What follows belongs to an exercise in optimizing a design on an open flow for small area and a short achievable clock period; a production flow would make more cautious choices.
The RTL was checked by simulation tests, not by an equivalence proof against the original design.
Power is estimated from default activity; no workload was simulated.

// moving_avg_top
module moving_avg_top #(
    parameter FILTER_TYPE =  0,     
    parameter WIDTH       = 16,
    parameter N           = 16,
    parameter SHIFT       =  4,
    parameter DO_ROUND    =  0,
    parameter K           =  3
)(
    input                     clk,
    input                     rst_n,
    input                     in_valid,
    input  signed [WIDTH-1:0] in_sample,
    output                    out_valid,
    output signed [WIDTH-1:0] out_sample
);
clock: 4.8 ns
lec_check: 0
cap_margin: 20
core_margin: 2
core_utilization: 40
cts_buf_list: sky130_fd_sc_hd__clkbuf_16
cts_cluster_diameter: 100
cts_cluster_size: 24
setup_slack_margin: 2.3
slew_margin: 20
synth_hierarchical: 1
run.sh (not shown) runs the stock make flow with config.mk's settings and CLKGATE_MAP_FILE= SYNTH_SCRIPT=/design/flow/synth_recipe.tcl, a recipe that flattens the netlist after the stock synthesis.
The baseline completed without violations.
Next try:
--- a/flow/config.mk
+++ b/flow/config.mk
@@ -13,3 +13,3 @@
 export CTS_CLUSTER_SIZE = 24
-export SETUP_SLACK_MARGIN = 2.3
+export SETUP_SLACK_MARGIN = 2.5
 export SLEW_MARGIN = 20
Result:
- cell count came out higher by 0.38%
- flip-flop and latch count does not change
- first-iteration DRC count goes down by 11%
- total power increases by 15%
- wire length rises by 12%
- clock-buffer cell count increases by 2
- core utilization grows by 3.6 points
- die area is unchanged
- synthesized area does not change
- cell area climbs by 7.6%
Next try:
==> flow/flow/run.sh (new file) <==
#!/bin/bash
# The standard layout (standard.sh, unchanged synthesis), except that the
# port buffers that global placement inserts are plain buf_2 cells instead of
# the delay buffers buffer_ports picks by default.
set -euo pipefail
export BUFFER_PORTS_ARGS="-buffer_cell sky130_fd_sc_hd__buf_2"
bash standard.sh > flow_make.log 2>&1
==> flow/standard.sh (new file) <==
#!/bin/bash
# synth_recipe.tcl (not shown) runs the flow's synth.tcl, then flattens the netlist and writes it again
# the make line also repeats each setting of config.mk as NAME=value (left out here)
make -C /OpenROAD-flow-scripts/flow DESIGN_CONFIG=/design/flow/config.mk WORK_HOME=/design/flow/orfs CLKGATE_MAP_FILE= SYNTH_SCRIPT=/design/flow/synth_recipe.tcl "${@:-finish}"
--- a/flow/config.mk
+++ b/flow/config.mk
@@ -13,3 +13,3 @@
 export CTS_CLUSTER_SIZE = 24
-export SETUP_SLACK_MARGIN = 2.5
+export SETUP_SLACK_MARGIN = 2.0
 export SLEW_MARGIN = 20
removed: flow/run.sh
After rerunning:
- setup slack got worse by 0.22 ns
- hold slack hardly moves
- power goes down by a quarter to a third
- cell area drops by roughly a tenth
- sequential share of layout area rose by 9.3 points
- clock power drops by a little under a tenth
- clock-buffer cell count decreases by 2
- non-clock buffer count is lower by 38
- die area is unchanged
Next try:
--- a/flow/config.mk
+++ b/flow/config.mk
@@ -9,3 +9,3 @@
 export CORE_MARGIN = 2
-export CORE_UTILIZATION = 40
+export CORE_UTILIZATION = 60
 export CTS_BUF_LIST = sky130_fd_sc_hd__clkbuf_16
@@ -13,3 +13,3 @@
 export CTS_CLUSTER_SIZE = 24
-export SETUP_SLACK_MARGIN = 2.0
+export SETUP_SLACK_MARGIN = 2.2
 export SLEW_MARGIN = 20
Outcome: Cell area came out higher by 1.6%. Routed wire length goes down by 5.5%. Setup slack gains 0.16 ns. Via count barely changes. Count of clock-buffer cells in the layout does not change. Power goes up by 3.5%. Worst hold slack barely changes. Global-route usage rises by 4.5 points.

moving_avg_top, a different RTL version from the one above (not shown whole).
For scale: roughly 680 cells after synthesis, roughly 36 I/O pins, about 11000 um2 of cells after synthesis.
clock: 4.8 ns
lec_check: 0
cap_margin: 20
core_margin: 2
core_utilization: 40
cts_buf_list: sky130_fd_sc_hd__clkbuf_16
cts_cluster_diameter: 100
cts_cluster_size: 24
setup_slack_margin: 2.6
slew_margin: 20
synth_hierarchical: 1
standard.sh (not shown) runs the stock make flow with config.mk's settings and CLKGATE_MAP_FILE= SYNTH_SCRIPT=/design/flow/synth_recipe.tcl, a recipe that flattens the netlist after the stock synthesis.
==> flow/flow/run.sh <==
#!/bin/bash
# The standard layout (standard.sh, unchanged synthesis), except that the
# port buffers that global placement inserts are plain buf_2 cells instead of
# the delay buffers buffer_ports picks by default.
set -euo pipefail
export BUFFER_PORTS_ARGS="-buffer_cell sky130_fd_sc_hd__buf_2"
bash standard.sh > flow_make.log 2>&1
Then changed:
--- a/flow/config.mk
+++ b/flow/config.mk
@@ -13,3 +13,4 @@
 export CTS_CLUSTER_SIZE = 24
-export SETUP_SLACK_MARGIN = 2.6
+export PLACE_DENSITY = 0.8
+export SETUP_SLACK_MARGIN = 2.2
 export SLEW_MARGIN = 20
Result:
- sequential share of layout area is higher by 3.6 points
- utilization fell by 2.5 points
- final cell count stays flat
- clock-buffer cell count shrinks by 1
- wire length fell by 5.7%
- register-to-register slack is worse by 0.28 ns
- total power decreases by 6.7%
- first-iteration DRC count stays flat
Then changed:
--- a/flow/config.mk
+++ b/flow/config.mk
@@ -13,3 +13,2 @@
 export CTS_CLUSTER_SIZE = 24
-export PLACE_DENSITY = 0.8
 export SETUP_SLACK_MARGIN = 2.2
What happened:
- The changed run completed without violations
- sequential power hardly moves
- clock skew drops by 0.0064 ns
- critical path depth stays the same
- count of clock-buffer cells in the layout does not change
- total power stays flat
- global-route usage grows by 0.21 points
- register-to-register slack gets better by 0.06 ns

-- static timing again, ports no longer ideal --
How much do the figures lean on ideal ports? The routed layouts below were timed once more, with nothing changed but the port constraints. Step 1: set_driving_cell puts a clkbuf_16 on clk and a buf_2 on each other input, an assumption about the parent block. Step 2, shift: input delay + t, output delay - t, t = (earliest + latest rising clock arrival at the registers) / 2. This alone moves slack from input paths to output paths. Slacks: no drivers / after step 1 / after step 2; pairs: no drivers / after step 1.
| run | t, ns | setup WS [ns] | worst setup path at the end | slew at the worst register clock pin (ns) | worst data-port slew with drivers (ns) |
|---|---|---|---|---|---|
| the first run of note 1 | 0.536 | 2.298 / 2.315 / 1.793 | input to register | 0.09 / 0.09 | 0.08 |
| the second run of note 1 | 0.545 | 2.403 / 2.399 / 1.868 | input to register | 0.09 / 0.09 | 0.06 |
| the third run of note 1 | 0.534 | 2.187 / 2.187 / 1.784 | input to register | 0.10 / 0.10 | 0.05 |
| the fourth run of note 1 | 0.515 | 2.351 / 2.351 / 1.893 | input to register | 0.09 / 0.09 | 0.05 |
| the first run of note 2 | 0.519 | 2.632 / 2.623 / 2.140 | input to register | 0.10 / 0.10 | 0.05 |
| the second run of note 2 | 0.520 | 2.400 / 2.400 / 1.959 | input to register | 0.09 / 0.09 | 0.08 |
| the third run of note 2 | 0.520 | 2.464 / 2.464 / 1.972 | input to register | 0.09 / 0.09 | 0.08 |
After both steps setup and hold are still met in every run listed. The setup slack of the second run of note 1, which loses most, moves by -0.004 ns with the drivers and by -0.535 ns with both steps.
